From an optimization exercise on the open Yosys and OpenROAD flow, aimed at small area and a short achievable clock period; shortcuts taken in it are not production practice.
Function was not checked in any run shown here: the RTL went through the layout flow alone.
Power is estimated from default activity; no workload was simulated.

==> flow/design.v (outline; a module is shown in full before it is edited, if it fits) <==
// module fp_mul_tree: 489 lines
// module fp_booth_row: 9 lines
// module fp_booth_rown: 9 lines
// module fp_bppn: 3 lines
// module fp_bpp: 3 lines
// module fp_fa: 4 lines
// module fp_fa1: 4 lines
// module fp_ha: 4 lines
// module fp_add16: 152 lines
// module fp_add22: 220 lines
// module fp_cy10: 72 lines
// module fp_aoi: 3 lines
// module fp_oai: 3 lines
// module fp_nand: 3 lines
// module fp_nor: 3 lines
// module fpu: 161 lines
// module fp_sel: 3 lines
module fpu #(
    parameter WIDTH = 24
)(
    input   logic clk,
    input   wire logic [WIDTH - 1:0] a,
    input   wire logic [WIDTH - 1:0] b,
    input   wire logic [3:0]         opcode,
    output  logic [WIDTH - 1:0] result
);
  // ...
==> flow/flow/run.sh <==
#!/bin/bash
# The standard layout, except that the input and output ports are
# buffered with sky130_fd_sc_hd__buf_2 cells (buffer_ports -buffer_cell)
# instead of the default delay-cell buffers. ORFS's own logs are kept
# under orfs/logs; make's output goes to standard.log.
set -euo pipefail
export BUFFER_PORTS_ARGS="-buffer_cell sky130_fd_sc_hd__buf_2"
bash standard.sh > standard.log 2>&1
==> flow/standard.sh <==
#!/bin/bash
# synth_recipe.tcl (not shown) runs the flow's synth.tcl, then flattens the netlist and writes it again
# the make line also repeats each setting of config.mk as NAME=value (left out here)
make -C /OpenROAD-flow-scripts/flow DESIGN_CONFIG=/design/flow/config.mk WORK_HOME=/design/flow/orfs CLKGATE_MAP_FILE= SYNTH_SCRIPT=/design/flow/synth_recipe.tcl "${@:-finish}"
==> flow/config.mk <==
export PLATFORM = sky130hd
export DESIGN_NAME = fpu
export DESIGN_NICKNAME = fpu
export VERILOG_FILES = /design/flow/design.v
export SDC_FILE = /design/flow/constraint.sdc
export NUM_CORES = 4
export LEC_CHECK = 0
export CAP_MARGIN = 20
export CORE_MARGIN = 2
export CORE_UTILIZATION = 40
export CTS_BUF_LIST = sky130_fd_sc_hd__clkbuf_4 sky130_fd_sc_hd__clkbuf_8
export GPL_ROUTABILITY_DRIVEN = 0
export SETUP_SLACK_MARGIN = 5
export SLEW_MARGIN = 20
export SYNTH_HIERARCHICAL = 1
export SYNTH_MINIMUM_KEEP_SIZE = 0
export TNS_END_PERCENT = 10
==> flow/constraint.sdc <==
create_clock -name core_clock -period 8.5 [get_ports {clk}]
set_input_delay 1.7000 -clock core_clock [delete_from_list [all_inputs] [get_ports {clk}]]
set_output_delay 1.7000 -clock core_clock [all_outputs]
set_load 0.01 [all_outputs]
==> out/metrics.csv, run 1 <==
metric,value,unit
first_pass_iters,8,
power_switching,0.00294,W
setup_violations,0,
fp.coreArea,0.0441,mm2
grt_busiest_layer,met2,
tightest_slew,1070,ps
start_util,40.4,%
p_comb,0.00424,W
ys_warn_count,7,
tap_cells,592,
met1_usage,32.7,%
cts_tree,done,
instances_no_fill,2651,
grt_pass1_wl,90300,um
cp_num_buf_inv,2,
buf_share,9.95,%
cap_violations,0,
timing.final.crit_share,41.7,%
outcome,"complete, no violations",
cp.depth,14,
area_delta_synth_final,18.5,%
fmax,282,MHz
antenna_left,0,
boundaryPins,77,
grt.total_usage,24.7,%
grt_max_degree,34,
max_stage_delay,520,ps
netSwitchingFraction,49.8,%
multi_input_area_share,68.3,%
largest_reg_flops,57,
cp_max_fo,5,
==> module fp_add16, before the edit <==
module fp_add16 (
    input  wire [15:0] x,
    input  wire [15:0] y,
    input  wire ci,
    output wire [15:0] s,
    output wire co
);
    wire [16:0] g0, p0;
    assign g0[0] = ci;
    assign p0[0] = 1'b0;
    assign g0[16:1] = x & y;
    assign p0[16:1] = x ^ y;
    wire g1;
    wire g2;
    wire p3;
    wire g4;
    wire p5;
    wire g6;
    wire p7;
    wire g8;
    wire p9;
    wire g10;
    wire p11;
    wire g12;
    wire p13;
    wire g14;
    wire p15;
    wire n16;
    wire g17;
    wire g18;
    wire n19;
    wire n20;
    wire g21;
    wire p22;
    wire g23;
    wire p24;
    wire n25;
    wire n26;
    wire g27;
    wire p28;
    wire g29;
    wire p30;
    wire n31;
    wire n32;
    wire g33;
    wire p34;
    wire g35;
    wire p36;
    wire g37;
    wire n38;
    wire g39;
    wire g40;
    wire g41;
    wire g42;
    wire p43;
    wire n44;
    wire n45;
    wire g46;
    wire p47;
    wire g48;
    wire p49;
    wire g50;
    wire p51;
    wire n52;
    wire g53;
    wire g54;
    wire g55;
    wire g56;
    wire g57;
    wire g58;
    wire g59;
    wire g60;
    wire g61;
    fp_aoi u1 (.a(g0[1]), .b(p0[1]), .c(g0[0]), .y(g1));
    fp_aoi u2 (.a(g0[3]), .b(p0[3]), .c(g0[2]), .y(g2));
    fp_nand u3 (.a(p0[3]), .b(p0[2]), .y(p3));
    fp_aoi u4 (.a(g0[5]), .b(p0[5]), .c(g0[4]), .y(g4));
    fp_nand u5 (.a(p0[5]), .b(p0[4]), .y(p5));
    fp_aoi u6 (.a(g0[7]), .b(p0[7]), .c(g0[6]), .y(g6));
    fp_nand u7 (.a(p0[7]), .b(p0[6]), .y(p7));
    fp_aoi u8 (.a(g0[9]), .b(p0[9]), .c(g0[8]), .y(g8));
    fp_nand u9 (.a(p0[9]), .b(p0[8]), .y(p9));
    fp_aoi u10 (.a(g0[11]), .b(p0[11]), .c(g0[10]), .y(g10));
    fp_nand u11 (.a(p0[11]), .b(p0[10]), .y(p11));
    fp_aoi u12 (.a(g0[13]), .b(p0[13]), .c(g0[12]), .y(g12));
    fp_nand u13 (.a(p0[13]), .b(p0[12]), .y(p13));
    fp_aoi u14 (.a(g0[15]), .b(p0[15]), .c(g0[14]), .y(g14));
    fp_nand u15 (.a(p0[15]), .b(p0[14]), .y(p15));
    assign n16 = ~g1;
    fp_aoi u17 (.a(g0[2]), .b(p0[2]), .c(n16), .y(g17));
    fp_oai u18 (.a(g2), .b(p3), .c(g1), .y(g18));
    assign n19 = ~g4;
    assign n20 = ~p5;
    fp_aoi u21 (.a(g0[6]), .b(p0[6]), .c(n19), .y(g21));
    fp_nand u22 (.a(p0[6]), .b(n20), .y(p22));
    fp_oai u23 (.a(g6), .b(p7), .c(g4), .y(g23));
    fp_nor u24 (.a(p7), .b(p5), .y(p24));
    assign n25 = ~g8;
    assign n26 = ~p9;
    fp_aoi u27 (.a(g0[10]), .b(p0[10]), .c(n25), .y(g27));
    fp_nand u28 (.a(p0[10]), .b(n26), .y(p28));
    fp_oai u29 (.a(g10), .b(p11), .c(g8), .y(g29));
    fp_nor u30 (.a(p11), .b(p9), .y(p30));
    assign n31 = ~g12;
    assign n32 = ~p13;
    fp_aoi u33 (.a(g0[14]), .b(p0[14]), .c(n31), .y(g33));
    fp_nand u34 (.a(p0[14]), .b(n32), .y(p34));
    fp_oai u35 (.a(g14), .b(p15), .c(g12), .y(g35));
    fp_nor u36 (.a(p15), .b(p13), .y(p36));
    fp_aoi u37 (.a(g0[4]), .b(p0[4]), .c(g18), .y(g37));
    assign n38 = ~g18;
    fp_oai u39 (.a(g4), .b(p5), .c(n38), .y(g39));
    fp_oai u40 (.a(g21), .b(p22), .c(n38), .y(g40));
    fp_aoi u41 (.a(g23), .b(p24), .c(g18), .y(g41));
    fp_aoi u42 (.a(g0[12]), .b(p0[12]), .c(g29), .y(g42));
    fp_nand u43 (.a(p0[12]), .b(p30), .y(p43));
    assign n44 = ~g29;
    assign n45 = ~p30;
    fp_oai u46 (.a(g12), .b(p13), .c(n44), .y(g46));
    fp_nor u47 (.a(p13), .b(n45), .y(p47));
    fp_oai u48 (.a(g33), .b(p34), .c(n44), .y(g48));
    fp_nor u49 (.a(p34), .b(n45), .y(p49));
    fp_aoi u50 (.a(g35), .b(p36), .c(g29), .y(g50));
    fp_nand u51 (.a(p36), .b(p30), .y(p51));
    assign n52 = ~g41;
    fp_aoi u53 (.a(g0[8]), .b(p0[8]), .c(n52), .y(g53));
    fp_oai u54 (.a(g8), .b(p9), .c(g41), .y(g54));
    fp_oai u55 (.a(g27), .b(p28), .c(g41), .y(g55));
    fp_aoi u56 (.a(g29), .b(p30), .c(n52), .y(g56));
    fp_oai u57 (.a(g42), .b(p43), .c(g41), .y(g57));
    fp_aoi u58 (.a(g46), .b(p47), .c(n52), .y(g58));
    fp_aoi u59 (.a(g48), .b(p49), .c(n52), .y(g59));
    fp_oai u60 (.a(g50), .b(p51), .c(g41), .y(g60));
    fp_aoi u61 (.a(g0[16]), .b(p0[16]), .c(g60), .y(g61));
    assign s[0] = p0[1] ^ g0[0];
    assign s[1] = p0[2] ^ ~g1;
    assign s[2] = p0[3] ^ ~g17;
    assign s[3] = p0[4] ^ g18;
    assign s[4] = p0[5] ^ ~g37;
    assign s[5] = p0[6] ^ g39;
    assign s[6] = p0[7] ^ g40;
    assign s[7] = p0[8] ^ ~g41;
    assign s[8] = p0[9] ^ ~g53;
    assign s[9] = p0[10] ^ g54;
    assign s[10] = p0[11] ^ g55;
    assign s[11] = p0[12] ^ ~g56;
    assign s[12] = p0[13] ^ g57;
    assign s[13] = p0[14] ^ ~g58;
    assign s[14] = p0[15] ^ ~g59;
    assign s[15] = p0[16] ^ g60;
    assign co = ~g61;
endmodule
==> module fp_cy10, before the edit <==
module fp_cy10 (
    input  wire [9:0] x,
    input  wire [9:0] y,
    output wire co
);
    wire [10:0] g0, p0;
    assign g0[0] = 1'b0;
    assign p0[0] = 1'b0;
    assign g0[10:1] = x & y;
    assign p0[10:1] = x ^ y;
    wire g1;
    wire p2;
    wire g3;
    wire p4;
    wire g5;
    wire p6;
    wire g7;
    wire p8;
    wire g9;
    wire n10;
    wire g11;
    wire n12;
    wire n13;
    wire g14;
    wire p15;
    wire g16;
    wire p17;
    wire n18;
    wire n19;
    wire g20;
    wire p21;
    wire g22;
    wire n23;
    wire g24;
    wire g25;
    wire g26;
    wire n27;
    wire g28;
    wire g29;
    wire g30;
    fp_aoi u1 (.a(g0[3]), .b(p0[3]), .c(g0[2]), .y(g1));
    fp_nand u2 (.a(p0[3]), .b(p0[2]), .y(p2));
    fp_aoi u3 (.a(g0[5]), .b(p0[5]), .c(g0[4]), .y(g3));
    fp_nand u4 (.a(p0[5]), .b(p0[4]), .y(p4));
    fp_aoi u5 (.a(g0[7]), .b(p0[7]), .c(g0[6]), .y(g5));
    fp_nand u6 (.a(p0[7]), .b(p0[6]), .y(p6));
    fp_aoi u7 (.a(g0[9]), .b(p0[9]), .c(g0[8]), .y(g7));
    fp_nand u8 (.a(p0[9]), .b(p0[8]), .y(p8));
    fp_aoi u9 (.a(g0[2]), .b(p0[2]), .c(g0[1]), .y(g9));
    assign n10 = ~g0[1];
    fp_oai u11 (.a(g1), .b(p2), .c(n10), .y(g11));
    assign n12 = ~g3;
    assign n13 = ~p4;
    fp_aoi u14 (.a(g0[6]), .b(p0[6]), .c(n12), .y(g14));
    fp_nand u15 (.a(p0[6]), .b(n13), .y(p15));
    fp_oai u16 (.a(g5), .b(p6), .c(g3), .y(g16));
    fp_nor u17 (.a(p6), .b(p4), .y(p17));
    assign n18 = ~g7;
    assign n19 = ~p8;
    fp_aoi u20 (.a(g0[10]), .b(p0[10]), .c(n18), .y(g20));
    fp_nand u21 (.a(p0[10]), .b(n19), .y(p21));
    fp_aoi u22 (.a(g0[4]), .b(p0[4]), .c(g11), .y(g22));
    assign n23 = ~g11;
    fp_oai u24 (.a(g3), .b(p4), .c(n23), .y(g24));
    fp_oai u25 (.a(g14), .b(p15), .c(n23), .y(g25));
    fp_aoi u26 (.a(g16), .b(p17), .c(g11), .y(g26));
    assign n27 = ~g26;
    fp_aoi u28 (.a(g0[8]), .b(p0[8]), .c(n27), .y(g28));
    fp_oai u29 (.a(g7), .b(p8), .c(g26), .y(g29));
    fp_oai u30 (.a(g20), .b(p21), .c(g26), .y(g30));
    assign co = g30;
endmodule
==> run 2: changes to the inputs <==
--- a/flow/design.v
+++ b/flow/design.v
@@ -526,20 +526,23 @@
 module fp_add16 (
     input  wire [15:0] x,
     input  wire [15:0] y,
     input  wire ci,
     output wire [15:0] s,
     output wire co
 );
     wire [16:0] g0, p0;
-    assign g0[0] = ci;
-    assign p0[0] = 1'b0;
-    assign g0[16:1] = x & y;
-    assign p0[16:1] = x ^ y;
+    assign g0[0] = ~ci;
+    assign p0[0] = 1'b1;
+    genvar i;
+    generate for (i = 0; i < 16; i = i + 1) begin : g_pg
+        fp_nand u_g (.a(x[i]), .b(y[i]), .y(g0[i + 1]));
+        fp_xnor u_p (.a(x[i]), .b(y[i]), .y(p0[i + 1]));
+    end endgenerate
     wire g1;
     wire g2;
     wire p3;
     wire g4;
     wire p5;
     wire g6;
     wire p7;
     wire g8;
@@ -591,107 +594,110 @@
     wire g54;
     wire g55;
     wire g56;
     wire g57;
     wire g58;
     wire g59;
     wire g60;
     wire g61;
-    fp_aoi u1 (.a(g0[1]), .b(p0[1]), .c(g0[0]), .y(g1));
-    fp_aoi u2 (.a(g0[3]), .b(p0[3]), .c(g0[2]), .y(g2));
-    fp_nand u3 (.a(p0[3]), .b(p0[2]), .y(p3));
-    fp_aoi u4 (.a(g0[5]), .b(p0[5]), .c(g0[4]), .y(g4));
-    fp_nand u5 (.a(p0[5]), .b(p0[4]), .y(p5));
-    fp_aoi u6 (.a(g0[7]), .b(p0[7]), .c(g0[6]), .y(g6));
-    fp_nand u7 (.a(p0[7]), .b(p0[6]), .y(p7));
-    fp_aoi u8 (.a(g0[9]), .b(p0[9]), .c(g0[8]), .y(g8));
-    fp_nand u9 (.a(p0[9]), .b(p0[8]), .y(p9));
-    fp_aoi u10 (.a(g0[11]), .b(p0[11]), .c(g0[10]), .y(g10));
-    fp_nand u11 (.a(p0[11]), .b(p0[10]), .y(p11));
-    fp_aoi u12 (.a(g0[13]), .b(p0[13]), .c(g0[12]), .y(g12));
-    fp_nand u13 (.a(p0[13]), .b(p0[12]), .y(p13));
-    fp_aoi u14 (.a(g0[15]), .b(p0[15]), .c(g0[14]), .y(g14));
-    fp_nand u15 (.a(p0[15]), .b(p0[14]), .y(p15));
+    fp_oai u1 (.a(g0[1]), .b(p0[1]), .c(g0[0]), .y(g1));
+    fp_oai u2 (.a(g0[3]), .b(p0[3]), .c(g0[2]), .y(g2));
+    fp_nor u3 (.a(p0[3]), .b(p0[2]), .y(p3));
+    fp_oai u4 (.a(g0[5]), .b(p0[5]), .c(g0[4]), .y(g4));
+    fp_nor u5 (.a(p0[5]), .b(p0[4]), .y(p5));
+    fp_oai u6 (.a(g0[7]), .b(p0[7]), .c(g0[6]), .y(g6));
+    fp_nor u7 (.a(p0[7]), .b(p0[6]), .y(p7));
+    fp_oai u8 (.a(g0[9]), .b(p0[9]), .c(g0[8]), .y(g8));
+    fp_nor u9 (.a(p0[9]), .b(p0[8]), .y(p9));
+    fp_oai u10 (.a(g0[11]), .b(p0[11]), .c(g0[10]), .y(g10));
+    fp_nor u11 (.a(p0[11]), .b(p0[10]), .y(p11));
+    fp_oai u12 (.a(g0[13]), .b(p0[13]), .c(g0[12]), .y(g12));
+    fp_nor u13 (.a(p0[13]), .b(p0[12]), .y(p13));
+    fp_oai u14 (.a(g0[15]), .b(p0[15]), .c(g0[14]), .y(g14));
+    fp_nor u15 (.a(p0[15]), .b(p0[14]), .y(p15));
     assign n16 = ~g1;
-    fp_aoi u17 (.a(g0[2]), .b(p0[2]), .c(n16), .y(g17));
-    fp_oai u18 (.a(g2), .b(p3), .c(g1), .y(g18));
+    fp_oai u17 (.a(g0[2]), .b(p0[2]), .c(n16), .y(g17));
+    fp_aoi u18 (.a(g2), .b(p3), .c(g1), .y(g18));
     assign n19 = ~g4;
     assign n20 = ~p5;
-    fp_aoi u21 (.a(g0[6]), .b(p0[6]), .c(n19), .y(g21));
-    fp_nand u22 (.a(p0[6]), .b(n20), .y(p22));
-    fp_oai u23 (.a(g6), .b(p7), .c(g4), .y(g23));
-    fp_nor u24 (.a(p7), .b(p5), .y(p24));
+    fp_oai u21 (.a(g0[6]), .b(p0[6]), .c(n19), .y(g21));
+    fp_nor u22 (.a(p0[6]), .b(n20), .y(p22));
+    fp_aoi u23 (.a(g6), .b(p7), .c(g4), .y(g23));
+    fp_nand u24 (.a(p7), .b(p5), .y(p24));
     assign n25 = ~g8;
     assign n26 = ~p9;
-    fp_aoi u27 (.a(g0[10]), .b(p0[10]), .c(n25), .y(g27));
-    fp_nand u28 (.a(p0[10]), .b(n26), .y(p28));
-    fp_oai u29 (.a(g10), .b(p11), .c(g8), .y(g29));
-    fp_nor u30 (.a(p11), .b(p9), .y(p30));
+    fp_oai u27 (.a(g0[10]), .b(p0[10]), .c(n25), .y(g27));
+    fp_nor u28 (.a(p0[10]), .b(n26), .y(p28));
+    fp_aoi u29 (.a(g10), .b(p11), .c(g8), .y(g29));
+    fp_nand u30 (.a(p11), .b(p9), .y(p30));
     assign n31 = ~g12;
     assign n32 = ~p13;
-    fp_aoi u33 (.a(g0[14]), .b(p0[14]), .c(n31), .y(g33));
-    fp_nand u34 (.a(p0[14]), .b(n32), .y(p34));
-    fp_oai u35 (.a(g14), .b(p15), .c(g12), .y(g35));
-    fp_nor u36 (.a(p15), .b(p13), .y(p36));
-    fp_aoi u37 (.a(g0[4]), .b(p0[4]), .c(g18), .y(g37));
+    fp_oai u33 (.a(g0[14]), .b(p0[14]), .c(n31), .y(g33));
+    fp_nor u34 (.a(p0[14]), .b(n32), .y(p34));
+    fp_aoi u35 (.a(g14), .b(p15), .c(g12), .y(g35));
+    fp_nand u36 (.a(p15), .b(p13), .y(p36));
+    fp_oai u37 (.a(g0[4]), .b(p0[4]), .c(g18), .y(g37));
     assign n38 = ~g18;
-    fp_oai u39 (.a(g4), .b(p5), .c(n38), .y(g39));
-    fp_oai u40 (.a(g21), .b(p22), .c(n38), .y(g40));
-    fp_aoi u41 (.a(g23), .b(p24), .c(g18), .y(g41));
-    fp_aoi u42 (.a(g0[12]), .b(p0[12]), .c(g29), .y(g42));
-    fp_nand u43 (.a(p0[12]), .b(p30), .y(p43));
+    fp_aoi u39 (.a(g4), .b(p5), .c(n38), .y(g39));
+    fp_aoi u40 (.a(g21), .b(p22), .c(n38), .y(g40));
+    fp_oai u41 (.a(g23), .b(p24), .c(g18), .y(g41));
+    fp_oai u42 (.a(g0[12]), .b(p0[12]), .c(g29), .y(g42));
+    fp_nor u43 (.a(p0[12]), .b(p30), .y(p43));
     assign n44 = ~g29;
     assign n45 = ~p30;
-    fp_oai u46 (.a(g12), .b(p13), .c(n44), .y(g46));
-    fp_nor u47 (.a(p13), .b(n45), .y(p47));
-    fp_oai u48 (.a(g33), .b(p34), .c(n44), .y(g48));
-    fp_nor u49 (.a(p34), .b(n45), .y(p49));
-    fp_aoi u50 (.a(g35), .b(p36), .c(g29), .y(g50));
-    fp_nand u51 (.a(p36), .b(p30), .y(p51));
+    fp_aoi u46 (.a(g12), .b(p13), .c(n44), .y(g46));
+    fp_nand u47 (.a(p13), .b(n45), .y(p47));
+    fp_aoi u48 (.a(g33), .b(p34), .c(n44), .y(g48));
+    fp_nand u49 (.a(p34), .b(n45), .y(p49));
+    fp_oai u50 (.a(g35), .b(p36), .c(g29), .y(g50));
+    fp_nor u51 (.a(p36), .b(p30), .y(p51));
     assign n52 = ~g41;
-    fp_aoi u53 (.a(g0[8]), .b(p0[8]), .c(n52), .y(g53));
-    fp_oai u54 (.a(g8), .b(p9), .c(g41), .y(g54));
-    fp_oai u55 (.a(g27), .b(p28), .c(g41), .y(g55));
-    fp_aoi u56 (.a(g29), .b(p30), .c(n52), .y(g56));
-    fp_oai u57 (.a(g42), .b(p43), .c(g41), .y(g57));
-    fp_aoi u58 (.a(g46), .b(p47), .c(n52), .y(g58));
-    fp_aoi u59 (.a(g48), .b(p49), .c(n52), .y(g59));
-    fp_oai u60 (.a(g50), .b(p51), .c(g41), .y(g60));
-    fp_aoi u61 (.a(g0[16]), .b(p0[16]), .c(g60), .y(g61));
-    assign s[0] = p0[1] ^ g0[0];
-    assign s[1] = p0[2] ^ ~g1;
-    assign s[2] = p0[3] ^ ~g17;
-    assign s[3] = p0[4] ^ g18;
-    assign s[4] = p0[5] ^ ~g37;
-    assign s[5] = p0[6] ^ g39;
-    assign s[6] = p0[7] ^ g40;
-    assign s[7] = p0[8] ^ ~g41;
-    assign s[8] = p0[9] ^ ~g53;
-    assign s[9] = p0[10] ^ g54;
-    assign s[10] = p0[11] ^ g55;
-    assign s[11] = p0[12] ^ ~g56;
-    assign s[12] = p0[13] ^ g57;
-    assign s[13] = p0[14] ^ ~g58;
-    assign s[14] = p0[15] ^ ~g59;
-    assign s[15] = p0[16] ^ g60;
-    assign co = ~g61;
+    fp_oai u53 (.a(g0[8]), .b(p0[8]), .c(n52), .y(g53));
+    fp_aoi u54 (.a(g8), .b(p9), .c(g41), .y(g54));
+    fp_aoi u55 (.a(g27), .b(p28), .c(g41), .y(g55));
+    fp_oai u56 (.a(g29), .b(p30), .c(n52), .y(g56));
+    fp_aoi u57 (.a(g42), .b(p43), .c(g41), .y(g57));
+    fp_oai u58 (.a(g46), .b(p47), .c(n52), .y(g58));
+    fp_oai u59 (.a(g48), .b(p49), .c(n52), .y(g59));
+    fp_aoi u60 (.a(g50), .b(p51), .c(g41), .y(g60));
+    fp_oai u61 (.a(g0[16]), .b(p0[16]), .c(g60), .y(g61));
+    assign s[0] = ~p0[1] ^ ~g0[0];
+    assign s[1] = ~p0[2] ^ g1;
+    assign s[2] = ~p0[3] ^ g17;
+    assign s[3] = ~p0[4] ^ ~g18;
+    assign s[4] = ~p0[5] ^ g37;
+    assign s[5] = ~p0[6] ^ ~g39;
+    assign s[6] = ~p0[7] ^ ~g40;
+    assign s[7] = ~p0[8] ^ g41;
+    assign s[8] = ~p0[9] ^ g53;
+    assign s[9] = ~p0[10] ^ ~g54;
+    assign s[10] = ~p0[11] ^ ~g55;
+    assign s[11] = ~p0[12] ^ g56;
+    assign s[12] = ~p0[13] ^ ~g57;
+    assign s[13] = ~p0[14] ^ g58;
+    assign s[14] = ~p0[15] ^ g59;
+    assign s[15] = ~p0[16] ^ ~g60;
+    assign co = g61;
 endmodule
 module fp_add22 (
     input  wire [21:0] x,
     input  wire [21:0] y,
     input  wire ci,
     output wire [21:0] s,
     output wire co
 );
     wire [22:0] g0, p0;
-    assign g0[0] = ci;
-    assign p0[0] = 1'b0;
-    assign g0[22:1] = x & y;
-    assign p0[22:1] = x ^ y;
+    assign g0[0] = ~ci;
+    assign p0[0] = 1'b1;
+    genvar i;
+    generate for (i = 0; i < 22; i = i + 1) begin : g_pg
+        fp_nand u_g (.a(x[i]), .b(y[i]), .y(g0[i + 1]));
+        fp_xnor u_p (.a(x[i]), .b(y[i]), .y(p0[i + 1]));
+    end endgenerate
     wire g1;
     wire g2;
     wire p3;
     wire g4;
     wire p5;
     wire g6;
     wire p7;
     wire g8;
@@ -774,142 +780,145 @@
     wire g85;
     wire n86;
     wire g87;
     wire g88;
     wire g89;
     wire g90;
     wire g91;
     wire g92;
-    fp_aoi u1 (.a(g0[1]), .b(p0[1]), .c(g0[0]), .y(g1));
-    fp_aoi u2 (.a(g0[3]), .b(p0[3]), .c(g0[2]), .y(g2));
-    fp_nand u3 (.a(p0[3]), .b(p0[2]), .y(p3));
-    fp_aoi u4 (.a(g0[5]), .b(p0[5]), .c(g0[4]), .y(g4));
-    fp_nand u5 (.a(p0[5]), .b(p0[4]), .y(p5));
-    fp_aoi u6 (.a(g0[7]), .b(p0[7]), .c(g0[6]), .y(g6));
-    fp_nand u7 (.a(p0[7]), .b(p0[6]), .y(p7));
-    fp_aoi u8 (.a(g0[9]), .b(p0[9]), .c(g0[8]), .y(g8));
-    fp_nand u9 (.a(p0[9]), .b(p0[8]), .y(p9));
-    fp_aoi u10 (.a(g0[11]), .b(p0[11]), .c(g0[10]), .y(g10));
-    fp_nand u11 (.a(p0[11]), .b(p0[10]), .y(p11));
-    fp_aoi u12 (.a(g0[13]), .b(p0[13]), .c(g0[12]), .y(g12));
-    fp_nand u13 (.a(p0[13]), .b(p0[12]), .y(p13));
-    fp_aoi u14 (.a(g0[15]), .b(p0[15]), .c(g0[14]), .y(g14));
-    fp_nand u15 (.a(p0[15]), .b(p0[14]), .y(p15));
-    fp_aoi u16 (.a(g0[17]), .b(p0[17]), .c(g0[16]), .y(g16));
-    fp_nand u17 (.a(p0[17]), .b(p0[16]), .y(p17));
-    fp_aoi u18 (.a(g0[19]), .b(p0[19]), .c(g0[18]), .y(g18));
-    fp_nand u19 (.a(p0[19]), .b(p0[18]), .y(p19));
-    fp_aoi u20 (.a(g0[21]), .b(p0[21]), .c(g0[20]), .y(g20));
-    fp_nand u21 (.a(p0[21]), .b(p0[20]), .y(p21));
+    fp_oai u1 (.a(g0[1]), .b(p0[1]), .c(g0[0]), .y(g1));
+    fp_oai u2 (.a(g0[3]), .b(p0[3]), .c(g0[2]), .y(g2));
+    fp_nor u3 (.a(p0[3]), .b(p0[2]), .y(p3));
+    fp_oai u4 (.a(g0[5]), .b(p0[5]), .c(g0[4]), .y(g4));
+    fp_nor u5 (.a(p0[5]), .b(p0[4]), .y(p5));
+    fp_oai u6 (.a(g0[7]), .b(p0[7]), .c(g0[6]), .y(g6));
+    fp_nor u7 (.a(p0[7]), .b(p0[6]), .y(p7));
+    fp_oai u8 (.a(g0[9]), .b(p0[9]), .c(g0[8]), .y(g8));
+    fp_nor u9 (.a(p0[9]), .b(p0[8]), .y(p9));
+    fp_oai u10 (.a(g0[11]), .b(p0[11]), .c(g0[10]), .y(g10));
+    fp_nor u11 (.a(p0[11]), .b(p0[10]), .y(p11));
+    fp_oai u12 (.a(g0[13]), .b(p0[13]), .c(g0[12]), .y(g12));
+    fp_nor u13 (.a(p0[13]), .b(p0[12]), .y(p13));
+    fp_oai u14 (.a(g0[15]), .b(p0[15]), .c(g0[14]), .y(g14));
+    fp_nor u15 (.a(p0[15]), .b(p0[14]), .y(p15));
+    fp_oai u16 (.a(g0[17]), .b(p0[17]), .c(g0[16]), .y(g16));
+    fp_nor u17 (.a(p0[17]), .b(p0[16]), .y(p17));
+    fp_oai u18 (.a(g0[19]), .b(p0[19]), .c(g0[18]), .y(g18));
+    fp_nor u19 (.a(p0[19]), .b(p0[18]), .y(p19));
+    fp_oai u20 (.a(g0[21]), .b(p0[21]), .c(g0[20]), .y(g20));
+    fp_nor u21 (.a(p0[21]), .b(p0[20]), .y(p21));
     assign n22 = ~g1;
-    fp_aoi u23 (.a(g0[2]), .b(p0[2]), .c(n22), .y(g23));
-    fp_oai u24 (.a(g2), .b(p3), .c(g1), .y(g24));
+    fp_oai u23 (.a(g0[2]), .b(p0[2]), .c(n22), .y(g23));
+    fp_aoi u24 (.a(g2), .b(p3), .c(g1), .y(g24));
     assign n25 = ~g4;
     assign n26 = ~p5;
-    fp_aoi u27 (.a(g0[6]), .b(p0[6]), .c(n25), .y(g27));
-    fp_nand u28 (.a(p0[6]), .b(n26), .y(p28));
-    fp_oai u29 (.a(g6), .b(p7), .c(g4), .y(g29));
-    fp_nor u30 (.a(p7), .b(p5), .y(p30));
+    fp_oai u27 (.a(g0[6]), .b(p0[6]), .c(n25), .y(g27));
+    fp_nor u28 (.a(p0[6]), .b(n26), .y(p28));
+    fp_aoi u29 (.a(g6), .b(p7), .c(g4), .y(g29));
+    fp_nand u30 (.a(p7), .b(p5), .y(p30));
     assign n31 = ~g8;
     assign n32 = ~p9;
-    fp_aoi u33 (.a(g0[10]), .b(p0[10]), .c(n31), .y(g33));
-    fp_nand u34 (.a(p0[10]), .b(n32), .y(p34));
-    fp_oai u35 (.a(g10), .b(p11), .c(g8), .y(g35));
-    fp_nor u36 (.a(p11), .b(p9), .y(p36));
+    fp_oai u33 (.a(g0[10]), .b(p0[10]), .c(n31), .y(g33));
+    fp_nor u34 (.a(p0[10]), .b(n32), .y(p34));
+    fp_aoi u35 (.a(g10), .b(p11), .c(g8), .y(g35));
+    fp_nand u36 (.a(p11), .b(p9), .y(p36));
     assign n37 = ~g12;
     assign n38 = ~p13;
-    fp_aoi u39 (.a(g0[14]), .b(p0[14]), .c(n37), .y(g39));
-    fp_nand u40 (.a(p0[14]), .b(n38), .y(p40));
-    fp_oai u41 (.a(g14), .b(p15), .c(g12), .y(g41));
-    fp_nor u42 (.a(p15), .b(p13), .y(p42));
+    fp_oai u39 (.a(g0[14]), .b(p0[14]), .c(n37), .y(g39));
+    fp_nor u40 (.a(p0[14]), .b(n38), .y(p40));
+    fp_aoi u41 (.a(g14), .b(p15), .c(g12), .y(g41));
+    fp_nand u42 (.a(p15), .b(p13), .y(p42));
     assign n43 = ~g16;
     assign n44 = ~p17;
-    fp_aoi u45 (.a(g0[18]), .b(p0[18]), .c(n43), .y(g45));
-    fp_nand u46 (.a(p0[18]), .b(n44), .y(p46));
-    fp_oai u47 (.a(g18), .b(p19), .c(g16), .y(g47));
-    fp_nor u48 (.a(p19), .b(p17), .y(p48));
+    fp_oai u45 (.a(g0[18]), .b(p0[18]), .c(n43), .y(g45));
+    fp_nor u46 (.a(p0[18]), .b(n44), .y(p46));
+    fp_aoi u47 (.a(g18), .b(p19), .c(g16), .y(g47));
+    fp_nand u48 (.a(p19), .b(p17), .y(p48));
     assign n49 = ~g20;
     assign n50 = ~p21;
-    fp_aoi u51 (.a(g0[22]), .b(p0[22]), .c(n49), .y(g51));
-    fp_nand u52 (.a(p0[22]), .b(n50), .y(p52));
-    fp_aoi u53 (.a(g0[4]), .b(p0[4]), .c(g24), .y(g53));
+    fp_oai u51 (.a(g0[22]), .b(p0[22]), .c(n49), .y(g51));
+    fp_nor u52 (.a(p0[22]), .b(n50), .y(p52));
+    fp_oai u53 (.a(g0[4]), .b(p0[4]), .c(g24), .y(g53));
     assign n54 = ~g24;
-    fp_oai u55 (.a(g4), .b(p5), .c(n54), .y(g55));
-    fp_oai u56 (.a(g27), .b(p28), .c(n54), .y(g56));
-    fp_aoi u57 (.a(g29), .b(p30), .c(g24), .y(g57));
-    fp_aoi u58 (.a(g0[12]), .b(p0[12]), .c(g35), .y(g58));
-    fp_nand u59 (.a(p0[12]), .b(p36), .y(p59));
+    fp_aoi u55 (.a(g4), .b(p5), .c(n54), .y(g55));
+    fp_aoi u56 (.a(g27), .b(p28), .c(n54), .y(g56));
+    fp_oai u57 (.a(g29), .b(p30), .c(g24), .y(g57));
+    fp_oai u58 (.a(g0[12]), .b(p0[12]), .c(g35), .y(g58));
+    fp_nor u59 (.a(p0[12]), .b(p36), .y(p59));
     assign n60 = ~g35;
     assign n61 = ~p36;
-    fp_oai u62 (.a(g12), .b(p13), .c(n60), .y(g62));
-    fp_nor u63 (.a(p13), .b(n61), .y(p63));
-    fp_oai u64 (.a(g39), .b(p40), .c(n60), .y(g64));
-    fp_nor u65 (.a(p40), .b(n61), .y(p65));
-    fp_aoi u66 (.a(g41), .b(p42), .c(g35), .y(g66));
-    fp_nand u67 (.a(p42), .b(p36), .y(p67));
-    fp_aoi u68 (.a(g0[20]), .b(p0[20]), .c(g47), .y(g68));
-    fp_nand u69 (.a(p0[20]), .b(p48), .y(p69));
+    fp_aoi u62 (.a(g12), .b(p13), .c(n60), .y(g62));
+    fp_nand u63 (.a(p13), .b(n61), .y(p63));
+    fp_aoi u64 (.a(g39), .b(p40), .c(n60), .y(g64));
+    fp_nand u65 (.a(p40), .b(n61), .y(p65));
+    fp_oai u66 (.a(g41), .b(p42), .c(g35), .y(g66));
+    fp_nor u67 (.a(p42), .b(p36), .y(p67));
+    fp_oai u68 (.a(g0[20]), .b(p0[20]), .c(g47), .y(g68));
+    fp_nor u69 (.a(p0[20]), .b(p48), .y(p69));
     assign n70 = ~g47;
     assign n71 = ~p48;
-    fp_oai u72 (.a(g20), .b(p21), .c(n70), .y(g72));
-    fp_nor u73 (.a(p21), .b(n71), .y(p73));
-    fp_oai u74 (.a(g51), .b(p52), .c(n70), .y(g74));
-    fp_nor u75 (.a(p52), .b(n71), .y(p75));
+    fp_aoi u72 (.a(g20), .b(p21), .c(n70), .y(g72));
+    fp_nand u73 (.a(p21), .b(n71), .y(p73));
+    fp_aoi u74 (.a(g51), .b(p52), .c(n70), .y(g74));
+    fp_nand u75 (.a(p52), .b(n71), .y(p75));
     assign n76 = ~g57;
-    fp_aoi u77 (.a(g0[8]), .b(p0[8]), .c(n76), .y(g77));
-    fp_oai u78 (.a(g8), .b(p9), .c(g57), .y(g78));
-    fp_oai u79 (.a(g33), .b(p34), .c(g57), .y(g79));
-    fp_aoi u80 (.a(g35), .b(p36), .c(n76), .y(g80));
-    fp_oai u81 (.a(g58), .b(p59), .c(g57), .y(g81));
-    fp_aoi u82 (.a(g62), .b(p63), .c(n76), .y(g82));
-    fp_aoi u83 (.a(g64), .b(p65), .c(n76), .y(g83));
-    fp_oai u84 (.a(g66), .b(p67), .c(g57), .y(g84));
-    fp_aoi u85 (.a(g0[16]), .b(p0[16]), .c(g84), .y(g85));
+    fp_oai u77 (.a(g0[8]), .b(p0[8]), .c(n76), .y(g77));
+    fp_aoi u78 (.a(g8), .b(p9), .c(g57), .y(g78));
+    fp_aoi u79 (.a(g33), .b(p34), .c(g57), .y(g79));
+    fp_oai u80 (.a(g35), .b(p36), .c(n76), .y(g80));
+    fp_aoi u81 (.a(g58), .b(p59), .c(g57), .y(g81));
+    fp_oai u82 (.a(g62), .b(p63), .c(n76), .y(g82));
+    fp_oai u83 (.a(g64), .b(p65), .c(n76), .y(g83));
+    fp_aoi u84 (.a(g66), .b(p67), .c(g57), .y(g84));
+    fp_oai u85 (.a(g0[16]), .b(p0[16]), .c(g84), .y(g85));
     assign n86 = ~g84;
-    fp_oai u87 (.a(g16), .b(p17), .c(n86), .y(g87));
-    fp_oai u88 (.a(g45), .b(p46), .c(n86), .y(g88));
-    fp_aoi u89 (.a(g47), .b(p48), .c(g84), .y(g89));
-    fp_oai u90 (.a(g68), .b(p69), .c(n86), .y(g90));
-    fp_aoi u91 (.a(g72), .b(p73), .c(g84), .y(g91));
-    fp_aoi u92 (.a(g74), .b(p75), .c(g84), .y(g92));
-    assign s[0] = p0[1] ^ g0[0];
-    assign s[1] = p0[2] ^ ~g1;
-    assign s[2] = p0[3] ^ ~g23;
-    assign s[3] = p0[4] ^ g24;
-    assign s[4] = p0[5] ^ ~g53;
-    assign s[5] = p0[6] ^ g55;
-    assign s[6] = p0[7] ^ g56;
-    assign s[7] = p0[8] ^ ~g57;
-    assign s[8] = p0[9] ^ ~g77;
-    assign s[9] = p0[10] ^ g78;
-    assign s[10] = p0[11] ^ g79;
-    assign s[11] = p0[12] ^ ~g80;
-    assign s[12] = p0[13] ^ g81;
-    assign s[13] = p0[14] ^ ~g82;
-    assign s[14] = p0[15] ^ ~g83;
-    assign s[15] = p0[16] ^ g84;
-    assign s[16] = p0[17] ^ ~g85;
-    assign s[17] = p0[18] ^ g87;
-    assign s[18] = p0[19] ^ g88;
-    assign s[19] = p0[20] ^ ~g89;
-    assign s[20] = p0[21] ^ g90;
-    assign s[21] = p0[22] ^ ~g91;
-    assign co = ~g92;
+    fp_aoi u87 (.a(g16), .b(p17), .c(n86), .y(g87));
+    fp_aoi u88 (.a(g45), .b(p46), .c(n86), .y(g88));
+    fp_oai u89 (.a(g47), .b(p48), .c(g84), .y(g89));
+    fp_aoi u90 (.a(g68), .b(p69), .c(n86), .y(g90));
+    fp_oai u91 (.a(g72), .b(p73), .c(g84), .y(g91));
+    fp_oai u92 (.a(g74), .b(p75), .c(g84), .y(g92));
+    assign s[0] = ~p0[1] ^ ~g0[0];
+    assign s[1] = ~p0[2] ^ g1;
+    assign s[2] = ~p0[3] ^ g23;
+    assign s[3] = ~p0[4] ^ ~g24;
+    assign s[4] = ~p0[5] ^ g53;
+    assign s[5] = ~p0[6] ^ ~g55;
+    assign s[6] = ~p0[7] ^ ~g56;
+    assign s[7] = ~p0[8] ^ g57;
+    assign s[8] = ~p0[9] ^ g77;
+    assign s[9] = ~p0[10] ^ ~g78;
+    assign s[10] = ~p0[11] ^ ~g79;
+    assign s[11] = ~p0[12] ^ g80;
+    assign s[12] = ~p0[13] ^ ~g81;
+    assign s[13] = ~p0[14] ^ g82;
+    assign s[14] = ~p0[15] ^ g83;
+    assign s[15] = ~p0[16] ^ ~g84;
+    assign s[16] = ~p0[17] ^ g85;
+    assign s[17] = ~p0[18] ^ ~g87;
+    assign s[18] = ~p0[19] ^ ~g88;
+    assign s[19] = ~p0[20] ^ g89;
+    assign s[20] = ~p0[21] ^ ~g90;
+    assign s[21] = ~p0[22] ^ g91;
+    assign co = g92;
 endmodule
 module fp_cy10 (
     input  wire [9:0] x,
     input  wire [9:0] y,
     output wire co
 );
     wire [10:0] g0, p0;
-    assign g0[0] = 1'b0;
-    assign p0[0] = 1'b0;
-    assign g0[10:1] = x & y;
-    assign p0[10:1] = x ^ y;
+    assign g0[0] = 1'b1;
+    assign p0[0] = 1'b1;
+    genvar i;
+    generate for (i = 0; i < 10; i = i + 1) begin : g_pg
+        fp_nand u_g (.a(x[i]), .b(y[i]), .y(g0[i + 1]));
+        fp_xnor u_p (.a(x[i]), .b(y[i]), .y(p0[i + 1]));
+    end endgenerate
     wire g1;
     wire p2;
     wire g3;
     wire p4;
     wire g5;
     wire p6;
     wire g7;
     wire p8;
@@ -930,86 +939,232 @@
     wire n23;
     wire g24;
     wire g25;
     wire g26;
     wire n27;
     wire g28;
     wire g29;
     wire g30;
-    fp_aoi u1 (.a(g0[3]), .b(p0[3]), .c(g0[2]), .y(g1));
-    fp_nand u2 (.a(p0[3]), .b(p0[2]), .y(p2));
-    fp_aoi u3 (.a(g0[5]), .b(p0[5]), .c(g0[4]), .y(g3));
-    fp_nand u4 (.a(p0[5]), .b(p0[4]), .y(p4));
-    fp_aoi u5 (.a(g0[7]), .b(p0[7]), .c(g0[6]), .y(g5));
-    fp_nand u6 (.a(p0[7]), .b(p0[6]), .y(p6));
-    fp_aoi u7 (.a(g0[9]), .b(p0[9]), .c(g0[8]), .y(g7));
-    fp_nand u8 (.a(p0[9]), .b(p0[8]), .y(p8));
-    fp_aoi u9 (.a(g0[2]), .b(p0[2]), .c(g0[1]), .y(g9));
+    fp_oai u1 (.a(g0[3]), .b(p0[3]), .c(g0[2]), .y(g1));
+    fp_nor u2 (.a(p0[3]), .b(p0[2]), .y(p2));
+    fp_oai u3 (.a(g0[5]), .b(p0[5]), .c(g0[4]), .y(g3));
+    fp_nor u4 (.a(p0[5]), .b(p0[4]), .y(p4));
+    fp_oai u5 (.a(g0[7]), .b(p0[7]), .c(g0[6]), .y(g5));
+    fp_nor u6 (.a(p0[7]), .b(p0[6]), .y(p6));
+    fp_oai u7 (.a(g0[9]), .b(p0[9]), .c(g0[8]), .y(g7));
+    fp_nor u8 (.a(p0[9]), .b(p0[8]), .y(p8));
+    fp_oai u9 (.a(g0[2]), .b(p0[2]), .c(g0[1]), .y(g9));
     assign n10 = ~g0[1];
-    fp_oai u11 (.a(g1), .b(p2), .c(n10), .y(g11));
+    fp_aoi u11 (.a(g1), .b(p2), .c(n10), .y(g11));
     assign n12 = ~g3;
     assign n13 = ~p4;
-    fp_aoi u14 (.a(g0[6]), .b(p0[6]), .c(n12), .y(g14));
-    fp_nand u15 (.a(p0[6]), .b(n13), .y(p15));
-    fp_oai u16 (.a(g5), .b(p6), .c(g3), .y(g16));
-    fp_nor u17 (.a(p6), .b(p4), .y(p17));
+    fp_oai u14 (.a(g0[6]), .b(p0[6]), .c(n12), .y(g14));
+    fp_nor u15 (.a(p0[6]), .b(n13), .y(p15));
+    fp_aoi u16 (.a(g5), .b(p6), .c(g3), .y(g16));
+    fp_nand u17 (.a(p6), .b(p4), .y(p17));
     assign n18 = ~g7;
     assign n19 = ~p8;
-    fp_aoi u20 (.a(g0[10]), .b(p0[10]), .c(n18), .y(g20));
-    fp_nand u21 (.a(p0[10]), .b(n19), .y(p21));
-    fp_aoi u22 (.a(g0[4]), .b(p0[4]), .c(g11), .y(g22));
+    fp_oai u20 (.a(g0[10]), .b(p0[10]), .c(n18), .y(g20));
+    fp_nor u21 (.a(p0[10]), .b(n19), .y(p21));
+    fp_oai u22 (.a(g0[4]), .b(p0[4]), .c(g11), .y(g22));
     assign n23 = ~g11;
-    fp_oai u24 (.a(g3), .b(p4), .c(n23), .y(g24));
-    fp_oai u25 (.a(g14), .b(p15), .c(n23), .y(g25));
-    fp_aoi u26 (.a(g16), .b(p17), .c(g11), .y(g26));
+    fp_aoi u24 (.a(g3), .b(p4), .c(n23), .y(g24));
+    fp_aoi u25 (.a(g14), .b(p15), .c(n23), .y(g25));
+    fp_oai u26 (.a(g16), .b(p17), .c(g11), .y(g26));
     assign n27 = ~g26;
-    fp_aoi u28 (.a(g0[8]), .b(p0[8]), .c(n27), .y(g28));
-    fp_oai u29 (.a(g7), .b(p8), .c(g26), .y(g29));
-    fp_oai u30 (.a(g20), .b(p21), .c(g26), .y(g30));
-    assign co = g30;
+    fp_oai u28 (.a(g0[8]), .b(p0[8]), .c(n27), .y(g28));
+    fp_aoi u29 (.a(g7), .b(p8), .c(g26), .y(g29));
+    fp_aoi u30 (.a(g20), .b(p21), .c(g26), .y(g30));
+    assign co = ~g30;
+endmodule
+module fp_gt23 (
+    input  wire [22:0] x,
+    input  wire [22:0] y,
+    output wire gt
+);
+    wire [22:0] g0, e0;
+    assign g0 = ~(x & ~y);      
+    assign e0 = x ^ y;          
+    wire g1;
+    wire e2;
+    wire g3;
+    wire e4;
+    wire g5;
+    wire e6;
+    wire g7;
+    wire e8;
+    wire g9;
+    wire e10;
+    wire g11;
+    wire e12;
+    wire g13;
+    wire e14;
+    wire g15;
+    wire e16;
+    wire g17;
+    wire e18;
+    wire g19;
+    wire e20;
+    wire g21;
+    wire e22;
+    wire g23;
+    wire e24;
+    wire g25;
+    wire e26;
+    wire g27;
+    wire e28;
+    wire g29;
+    wire e30;
+    wire g31;
+    wire e32;
+    wire n33;
+    wire n34;
+    wire g35;
+    wire e36;
+    wire g37;
+    wire e38;
+    wire g39;
+    wire e40;
+    wire g41;
+    wire e42;
+    wire g43;
+    wire e44;
+    wire n45;
+    wire n46;
+    wire g47;
+    fp_oai u1 (.a(g0[22]), .b(e0[22]), .c(g0[21]), .y(g1));
+    fp_nor u2 (.a(e0[22]), .b(e0[21]), .y(e2));
+    fp_oai u3 (.a(g0[20]), .b(e0[20]), .c(g0[19]), .y(g3));
+    fp_nor u4 (.a(e0[20]), .b(e0[19]), .y(e4));
+    fp_oai u5 (.a(g0[18]), .b(e0[18]), .c(g0[17]), .y(g5));
+    fp_nor u6 (.a(e0[18]), .b(e0[17]), .y(e6));
+    fp_oai u7 (.a(g0[16]), .b(e0[16]), .c(g0[15]), .y(g7));
+    fp_nor u8 (.a(e0[16]), .b(e0[15]), .y(e8));
+    fp_oai u9 (.a(g0[14]), .b(e0[14]), .c(g0[13]), .y(g9));
+    fp_nor u10 (.a(e0[14]), .b(e0[13]), .y(e10));
+    fp_oai u11 (.a(g0[12]), .b(e0[12]), .c(g0[11]), .y(g11));
+    fp_nor u12 (.a(e0[12]), .b(e0[11]), .y(e12));
+    fp_oai u13 (.a(g0[10]), .b(e0[10]), .c(g0[9]), .y(g13));
+    fp_nor u14 (.a(e0[10]), .b(e0[9]), .y(e14));
+    fp_oai u15 (.a(g0[8]), .b(e0[8]), .c(g0[7]), .y(g15));
+    fp_nor u16 (.a(e0[8]), .b(e0[7]), .y(e16));
+    fp_oai u17 (.a(g0[6]), .b(e0[6]), .c(g0[5]), .y(g17));
+    fp_nor u18 (.a(e0[6]), .b(e0[5]), .y(e18));
+    fp_oai u19 (.a(g0[4]), .b(e0[4]), .c(g0[3]), .y(g19));
+    fp_nor u20 (.a(e0[4]), .b(e0[3]), .y(e20));
+    fp_oai u21 (.a(g0[2]), .b(e0[2]), .c(g0[1]), .y(g21));
+    fp_nor u22 (.a(e0[2]), .b(e0[1]), .y(e22));
+    fp_aoi u23 (.a(g1), .b(e2), .c(g3), .y(g23));
+    fp_nand u24 (.a(e2), .b(e4), .y(e24));
+    fp_aoi u25 (.a(g5), .b(e6), .c(g7), .y(g25));
+    fp_nand u26 (.a(e6), .b(e8), .y(e26));
+    fp_aoi u27 (.a(g9), .b(e10), .c(g11), .y(g27));
+    fp_nand u28 (.a(e10), .b(e12), .y(e28));
+    fp_aoi u29 (.a(g13), .b(e14), .c(g15), .y(g29));
+    fp_nand u30 (.a(e14), .b(e16), .y(e30));
+    fp_aoi u31 (.a(g17), .b(e18), .c(g19), .y(g31));
+    fp_nand u32 (.a(e18), .b(e20), .y(e32));
+    assign n33 = ~g0[0];
+    assign n34 = ~e0[0];
+    fp_aoi u35 (.a(g21), .b(e22), .c(n33), .y(g35));
+    fp_nand u36 (.a(e22), .b(n34), .y(e36));
+    fp_oai u37 (.a(g23), .b(e24), .c(g25), .y(g37));
+    fp_nor u38 (.a(e24), .b(e26), .y(e38));
+    fp_oai u39 (.a(g27), .b(e28), .c(g29), .y(g39));
+    fp_nor u40 (.a(e28), .b(e30), .y(e40));
+    fp_oai u41 (.a(g31), .b(e32), .c(g35), .y(g41));
+    fp_nor u42 (.a(e32), .b(e36), .y(e42));
+    fp_aoi u43 (.a(g37), .b(e38), .c(g39), .y(g43));
+    fp_nand u44 (.a(e38), .b(e40), .y(e44));
+    assign n45 = ~g41;
+    assign n46 = ~e42;
+    fp_oai u47 (.a(g43), .b(e44), .c(n45), .y(g47));
+    assign gt = g47;
+endmodule
+module fp_gt8 (
+    input  wire [7:0] x,
+    input  wire [7:0] y,
+    output wire gt
+);
+    wire [7:0] g0, e0;
+    assign g0 = ~(x & ~y);      
+    assign e0 = x ^ y;          
+    wire g1;
+    wire e2;
+    wire g3;
+    wire e4;
+    wire g5;
+    wire e6;
+    wire g7;
+    wire e8;
+    wire g9;
+    wire e10;
+    wire g11;
+    wire e12;
+    wire g13;
+    fp_oai u1 (.a(g0[7]), .b(e0[7]), .c(g0[6]), .y(g1));
+    fp_nor u2 (.a(e0[7]), .b(e0[6]), .y(e2));
+    fp_oai u3 (.a(g0[5]), .b(e0[5]), .c(g0[4]), .y(g3));
+    fp_nor u4 (.a(e0[5]), .b(e0[4]), .y(e4));
+    fp_oai u5 (.a(g0[3]), .b(e0[3]), .c(g0[2]), .y(g5));
+    fp_nor u6 (.a(e0[3]), .b(e0[2]), .y(e6));
+    fp_oai u7 (.a(g0[1]), .b(e0[1]), .c(g0[0]), .y(g7));
+    fp_nor u8 (.a(e0[1]), .b(e0[0]), .y(e8));
+    fp_aoi u9 (.a(g1), .b(e2), .c(g3), .y(g9));
+    fp_nand u10 (.a(e2), .b(e4), .y(e10));
+    fp_aoi u11 (.a(g5), .b(e6), .c(g7), .y(g11));
+    fp_nand u12 (.a(e6), .b(e8), .y(e12));
+    fp_oai u13 (.a(g9), .b(e10), .c(g11), .y(g13));
+    assign gt = g13;
 endmodule
 module fp_aoi (input wire a, input wire b, input wire c, output wire y);
     assign y = ~(a | (b & c));
 endmodule
 module fp_oai (input wire a, input wire b, input wire c, output wire y);
     assign y = ~(a & (b | c));
 endmodule
 module fp_nand (input wire a, input wire b, output wire y);
     assign y = ~(a & b);
 endmodule
 module fp_nor (input wire a, input wire b, output wire y);
     assign y = ~(a | b);
 endmodule
+module fp_xnor (input wire a, input wire b, output wire y);
+    assign y = ~(a ^ b);
+endmodule
 module fpu #(
     parameter WIDTH = 24
 )(
     input   logic clk,
     input   wire logic [WIDTH - 1:0] a,
     input   wire logic [WIDTH - 1:0] b,
     input   wire logic [3:0]         opcode,
     output  logic [WIDTH - 1:0] result
 );
-    wire       abig  = a[22:0] > b[22:0];
-    wire       egt   = a[22:15] > b[22:15];
+    wire       abig;
+    fp_gt23 u_abig (.x(a[22:0]), .y(b[22:0]), .gt(abig));
+    wire       egt;
+    fp_gt8 u_egt (.x(a[22:15]), .y(b[22:15]), .gt(egt));
     wire [3:0] dab   = a[18:15] - b[18:15];
+    wire [3:0] dba   = b[18:15] - a[18:15];
     logic [23:0] a1, b1;
     logic [3:0]  op1;
     logic        abig1, abig1m;    
     logic        eff1;              
     logic [3:0]  sh1;      
     logic        ha1, hb1;  
     always_ff @(posedge clk) begin
         a1    <= a;
         b1    <= b;
         op1   <= opcode;
         abig1 <= abig;
         abig1m <= abig;
         eff1  <= a[23] ^ b[23] ^ opcode[2];
-        sh1   <= egt ? dab : 4'd0 - dab;    
+        sh1   <= egt ? dab : dba;    
         ha1   <= a[22:15] != 8'd0;
         hb1   <= b[22:15] != 8'd0;
     end
     wire is_as   = (op1 == 4'b0000) || (op1 == 4'b0100);
     wire is_max  = (op1 == 4'b0001);
     wire is_min  = (op1 == 4'b0010);
     wire is_fl   = (op1 == 4'b1000);
     wire is_ce   = (op1 == 4'b1001);
@@ -1032,21 +1187,53 @@
     wire [15:0] minx   = abig1 ? mbx : max_;
     wire [7:0]  maxe   = abig1m ? ea : eb;
     wire [31:0] shx    = {{16{effsub}}, minx} >> sh1;
     wire        ssign  = abig1m ? sa : sbx;
     wire [16:0] sum;
     fp_add16 u_add (.x(maxm), .y(shx[15:0]), .ci(effsub), .s(sum[15:0]), .co(sum[16]));
     wire        a_gt = (sa == sb) ? (abig1m ^ sa) : sb;
     wire [23:0] mm   = (a_gt ^ is_min) ? a1 : b1;
+    wire [22:0] th;
     genvar k;
+    generate for (k = 0; k < 23; k = k + 1) begin : g_th
+        assign th[k] = ea >= 8'(128 + k);
+    end endgenerate
+    wire [14:0] fmask;     
+    wire [14:0] cm;        
+    wire [14:0] hm;        
+    generate for (k = 0; k < 15; k = k + 1) begin : g_masks
+        assign fmask[k] = th[14 - k];
+        assign cm[k]    = th[8 + k];
+        assign hm[k]    = th[22 - k];
+    end endgenerate
+    wire [14:0] rf   = fa & fmask;
+    wire        fhf  = |(fa & ~fmask);
+    wire        frz  = ~|rf;
+    wire        lt1  = ~th[0] & (ea != 8'd127);
+    wire        fup  = sa & fhf;
+    wire [7:0]  fl_ei = ea[7] ? {ea[7:4], ea[3:0] + 4'd1} : 8'd128;
+    wire [23:0] fl_r = {sa, lt1 ? 8'd0 : (fup & frz) ? fl_ei : ea,
+                        rf[14:1], rf[0] | (fup & ~frz)};
+    wire        chf  = ~th[22] & |(fa & cm);
+    wire [14:0] cx   = fa | ~hm;
+    wire [15:0] cpa;                       
+    assign cpa[0] = 1'b1;
+    generate for (k = 0; k < 15; k = k + 1) begin : g_cpa
+        assign cpa[k + 1] = cpa[k] & cx[k];
+    end endgenerate
+    wire [23:0] ce_r = ~chf ? a1 :
+                       sa   ? {1'b1, ea, fa & ~cm} :
+                              {1'b0, ea[7:5], ea[4:0] + {4'd0, cpa[15]}, fa ^ (hm & cpa[14:0])};
     wire [23:0] pass_r =
         (is_max | is_min) ? mm :
-        (is_abs | is_neg) ? {is_neg & ~sa, a1[22:0]} :
-        (is_fl | is_ce) ? a1 :
+        is_fl  ? fl_r :
+        is_ce  ? ce_r :
+        is_abs ? {1'b0, a1[22:0]} :
+        is_neg ? {~sa, a1[22:0]} :
         (sa ? 24'hbf8000 : 24'h3f8000);
     wire [31:0] r0, r1;
     fp_mul_tree u_tree (.fa(fa), .fb(fb), .r0(r0), .r1(r1));
     wire        lo_co;     
     fp_cy10 u_lo (.x(r0[9:0]), .y(r1[9:0]), .co(lo_co));
     wire [8:0]  sum9  = {1'b0, ea} + {1'b0, eb};
     wire [8:0]  e9    = sum9 - 9'd127;
     wire        mzero = ~ha1 || ~hb1 || (sum9 < 9'd128);
@@ -1058,24 +1245,22 @@
     wire [56:0] d2_as   = {31'd0, ssign, maxe, sum};
     wire [56:0] d2_pass = {33'd0, pass_r & {24{is_pass}}};
     wire [56:0] d2_in;
     generate for (k = 0; k < 24; k = k + 1) begin : g_d2
         fp_sel u_sel (.sa(is_as), .a(d2_as[k]), .sb(is_mul), .b(d2_mul[k]), .c(d2_pass[k]), .y(d2_in[k]));
     end endgenerate
     assign d2_in[25:24] = is_mul ? d2_mul[25:24] : d2_as[25:24];
     assign d2_in[56:26] = d2_mul[56:26];
-    logic        k_mul, k_as, k_sub, k_fl, k_ce;
+    logic        k_mul, k_as, k_sub;
     logic [56:0] d2;
     always_ff @(posedge clk) begin
         k_mul <= is_mul;
         k_as  <= is_as;
         k_sub <= effsub;
-        k_fl  <= is_fl;
-        k_ce  <= is_ce;
         d2    <= d2_in;
     end
     wire [16:0] m  = d2[16:0];
     wire [7:0]  me = d2[24:17];
     wire        ms = d2[25];
     logic [3:0] lz;
     always_comb begin
         lz = 4'd15;
@@ -1092,51 +1277,17 @@
     wire [16:0] p     = ps[21:5];          
     wire [7:0]  pe0   = d2[52:45];
     wire [7:0]  pe1   = d2[52:45] + 8'd1;
     wire [7:0]  pe    = p[16] ? pe1 : pe0;
     wire [14:0] pm    = p[16] ? p[15:1] : p[14:0];
     wire        povf  = d2[55] | (d2[56] & p[16]);
     wire [23:0] mul_r = d2[54] ? 24'd0 : povf ? 24'h7f8000 : {d2[53], pe, pm};
     wire [23:0] as_r = k_sub ? sub_r : add_r;
-    wire        xs = d2[23];
-    wire [7:0]  xe = d2[22:15];
-    wire [14:0] xf = d2[14:0];
-    wire [22:0] th;
-        generate for (k = 0; k < 23; k = k + 1) begin : g_th3
-        assign th[k] = xe >= 8'(128 + k);
-    end endgenerate
-    wire [14:0] fmask;     
-    wire [14:0] cm;        
-    wire [14:0] hm;        
-    generate for (k = 0; k < 15; k = k + 1) begin : g_masks3
-        assign fmask[k] = th[14 - k];
-        assign cm[k]    = th[8 + k];
-        assign hm[k]    = th[22 - k];
-    end endgenerate
-    wire [14:0] rf   = xf & fmask;
-    wire        fhf  = |(xf & ~fmask);
-    wire        frz  = ~|rf;
-    wire        lt1  = ~th[0] & (xe != 8'd127);
-    wire        fup  = xs & fhf;
-    wire [7:0]  fl_ei = xe[7] ? {xe[7:4], xe[3:0] + 4'd1} : 8'd128;
-    wire [23:0] fl_r = {xs, lt1 ? 8'd0 : (fup & frz) ? fl_ei : xe,
-                        rf[14:1], rf[0] | (fup & ~frz)};
-    wire        chf  = ~th[22] & |(xf & cm);
-    wire [14:0] cx   = xf | ~hm;
-    wire [15:0] cpa;                       
-    assign cpa[0] = 1'b1;
-    generate for (k = 0; k < 15; k = k + 1) begin : g_cpa3
-        assign cpa[k + 1] = &cx[k:0];
-    end endgenerate
-    wire [7:0]  ce_ei = {xe[7:5], xe[4:0] + 5'd1};
-    wire [23:0] ce_r = ~chf ? d2[23:0] :
-                       xs   ? {1'b1, xe, xf & ~cm} :
-                              {1'b0, cpa[15] ? ce_ei : xe, xf ^ (hm & cpa[14:0])};
-    wire [23:0] pass3 = (k_fl ? fl_r : k_ce ? ce_r : d2[23:0]) & {24{~k_mul & ~k_as}};
+    wire [23:0] pass3 = d2[23:0] & {24{~k_mul & ~k_as}};
     wire [23:0] res_in;
     generate for (k = 0; k < 24; k = k + 1) begin : g_res
         fp_sel u_sel (.sa(k_as), .a(as_r[k]), .sb(k_mul), .b(mul_r[k]), .c(pass3[k]), .y(res_in[k]));
     end endgenerate
     always_ff @(posedge clk) begin
         result <= res_in;
     end
 endmodule
==> flow/run.sh (new file) <==
#!/bin/bash
# synth_recipe.tcl (not shown) runs the flow's synth.tcl, then flattens the netlist and writes it again
# the make line also repeats each setting of config.mk as NAME=value (left out here)
make -C /OpenROAD-flow-scripts/flow DESIGN_CONFIG=/design/flow/config.mk WORK_HOME=/design/flow/orfs CLKGATE_MAP_FILE= SYNTH_SCRIPT=/design/flow/synth_recipe.tcl finish
==> flow/config.mk (replaced) <==
export PLATFORM = sky130hd
export DESIGN_NAME = fpu
export DESIGN_NICKNAME = fpu
export VERILOG_FILES = /design/flow/design.v
export SDC_FILE = /design/flow/constraint.sdc
export NUM_CORES = 4
export LEC_CHECK = 0
export CAP_MARGIN = 20
export CORE_MARGIN = 2
export CORE_UTILIZATION = 40
export SETUP_SLACK_MARGIN = 5
export SLEW_MARGIN = 20
export SYNTH_HIERARCHICAL = 1
export SYNTH_MINIMUM_KEEP_SIZE = 0
removed: flow/flow/run.sh
removed: flow/standard.sh
==> run 2 against run 1 <==
  * Largest cell class unchanged
  * Still clean on timing, DRC and antenna
  * Highest routed layer unchanged
  * Core utilization is 2.7 points higher
  * Largest power group unchanged
  * Global-route usage increased by 1.9 points
  * Cell area up 9.0%
  * Maximum frequency decreased by 1.2%
==> out/metrics.csv, run 2 <==
metric,value,unit,change
area_delta_synth_final,24.6,%,was 18.5%
powerDensity,254,mW/mm2,was 280 mW/mm2
fmax,279,MHz,was 282 MHz
final_cell_mix,"inv_1, xnor2_1, nand2_1, nor2_1, buf_4",,"was xnor2_1, nand2_1, buf_4, ha_1"
grt_pass1_wl,97900,um,was 90300 um
viasPerCell,6.02,,was 6.05
routabilityCongestion,0.950,,
drc,0,,unchanged
antenna_cells,0,,unchanged
worstPathRequired,8850,ps,was 8870 ps
multi_input_area,0.0153,mm2,was 0.0144 mm2
largest_reg_flops,57,,unchanged
drt_iter0_drc,1701,,was 1965
fp.coreArea,0.0455,mm2,was 0.0441 mm2
slew_viol_final,0,,unchanged
final_common_cell,inv_1,,was xnor2_1
fin_hold_ws,539,ps,was 585 ps
leakage,8.94,nW,was 8.37 nW
grt_pass1_vias,16762,,was 15871
largest_register,d2,,unchanged
grt.total_usage,26.6,%,was 24.7%
cts_hold_repair.buffers,0,,unchanged
ys_warn_count,7,,unchanged
grt_max_degree,38,,was 34
slew_headroom,37.9,%,was 28.5%
ff2ff_setup_slack,4920,ps,was 4960 ps
endpoint_kind,register,,unchanged
boundaryPins,77,,unchanged
holdCritPathClass,register to register,,unchanged
hpwl,43400,um,was 39900 um
timing.final.crit_share,42.2,%,was 41.7%
antenna_found_initial,1,,was 0
clkTransAtPathRegs,70,ps,was 90 ps
start_util,40.6,%,was 40.4%
syn_area,0.0185,mm2,was 0.0178 mm2
regArea,0.00299,mm2,was 0.00302 mm2
arrival,3930,ps,was 3910 ps
antenna_left,0,,unchanged
drive_gt1_share,29.3,%,was 32.8%
setup_violations,0,,unchanged
port_buffers,76,,unchanged
finalSetupTns,0,ps,unchanged
cts_buffers,17,,unchanged
cp_max_fo,4,,was 5
peakVddDrop,0.000159,V,was 0.000143 V
vias,17428,,was 16049
avgSynthCellArea,8.60,um2,was 9.29 um2
cap_violations,0,,unchanged
dieArea,0.0479,mm2,was 0.0462 mm2
final_nets,2529,,was 2334
syn_inst,2147,,was 1917
cts.path.max_buffers,2,,unchanged
period_minus_slack,3580,ps,was 3540 ps
cts_sinks,144,,was 146
outcome,"complete, no violations",,unchanged
fp.dieW,219,um,was 215 um
grt-ovfl-total,0,,unchanged
fillerInstances,4236,,was 4125
cts_max_level,4,,unchanged
hold_viol,0,,unchanged
clock_latency,480,ps,was 500 ps
path_class,register to register,,unchanged
wl,65300,um,was 58900 um
first_pass_iters,5,,was 8
setup.worst_path.start_class,register,,unchanged
rsz0062_at_grt,true,,unchanged
wl_per_cell,22.6,um,was 22.2 um
tightest_slew,923,ps,was 1070 ps
root_buffer,clkbuf_16,,was clkbuf_8
die_h,219,um,was 215 um
clock_skew,22.5,ps,was 25.3 ps
fp-row-count,78,,was 77
cts_tree,done,,unchanged
run 2: what timing repair did:
action / in CTS / in global routing
resized for setup: 84 / 146
gates cloned: 3 / 2
buffers inserted: 93 / 60
endpoints found under the setup margin: 60 / 47
pin swaps: 27 / 58
run 2: layer usage:
layer	share of wire (%)	up-vias	wire length, um	GRT usage [%]
met5	0	-	0	0
met4	4.2	0	2710	10.1
met3	8.2	190	5380	5.46
met2	46	859	30100	43.1
met1	41	8554	27100	34.9
li1	-	7825	-	-
run 2: layout make-up:
class                   count  share of cell area, %
clock buffers              19                   2.02
clock inverters            13                  0.598
inverters                 179                   2.98
multi-input cells        1680                   66.4
flip-flops and latches    144                   13.0
well taps                 600                   3.26
repair buffers            261                   11.8
run 2: worst paths after layout:
| path | start | to | cells after the start |
|---|---|---|---|
| setup / recovery | a1[16] | d2[16] | 14 |
| hold / removal | ha1 | d2[54] | 1 |
| setup reg to reg | a1[16] | d2[16] | 14 |
| hold reg to reg | ha1 | d2[54] | 1 |
run 2: power by group:
part | switching (W) | internal, W | total, W
sequential | 0.000223 | 0.000838 | 0.00106
clock | 0.000348 | 0.000438 | 0.000786
combinational | 0.00220 | 0.00180 | 0.00401
run 2: per-stage QoR:
stage	cell area, um2	cells	setup WS [ps]	utilization, %	total power [W]
final	23000	2896	4920	50.6	0.00585
after global routing	23000	2896	4820	50.6	0.00625
after CTS	21800	2834	4970	47.9	0.00551
after detailed placement	19800	2706	4240	43.6	0.00456
after global placement	19800	2706	4260	43.6	0.00451
after floorplan	18900	2150	4860	-	0.00400
run 2: worst max-delay path, cell delays in order, from the launching register on:
cell and delay, ps:
dfxtp_4 380, clkinvlp_4 130, ha_4 190, nand2b_4 150
a2111oi_4 420, o221ai_2 160, or3_4 400, and4bb_1 320
o21ai_1 90, a21oi_1 170, ha_2 240, ha_4 210
a211oi_4 250, a2111oi_4 80, a221o_1 280

static timing again, ports no longer ideal:
The flow's constraints put no driver on any port. The routed layouts listed below were extracted and timed again, unchanged, in two steps.
Step 1 sets driving cells, clkbuf_16 on the clock port and buf_2 on the other inputs (assumed; they add their load-dependent delay and slew).
Step 2 adds t to the input delays and takes it off the output delays; t is the mean of the earliest and latest rising clock arrival at the registers after step 1. Input paths then give back, and output paths get back, about the clock's delay inside the block.
Slacks: no drivers / after step 1 / after step 2; pairs: no drivers / after step 1.
| run | shift t [ns] | slack for setup (ns) | pins driven straight from the clock port |
|---|---|---|---|
| run 1 | 0.530 | 4.959 / 4.959 / 4.892 | 1 |
| run 2 | 0.522 | 4.916 / 4.916 / 4.688 | 1 |
After both steps every run listed still meets setup and hold. The setup slack of run 2, which loses most, moves by 0.000 ns with the drivers and by -0.228 ns with both steps.
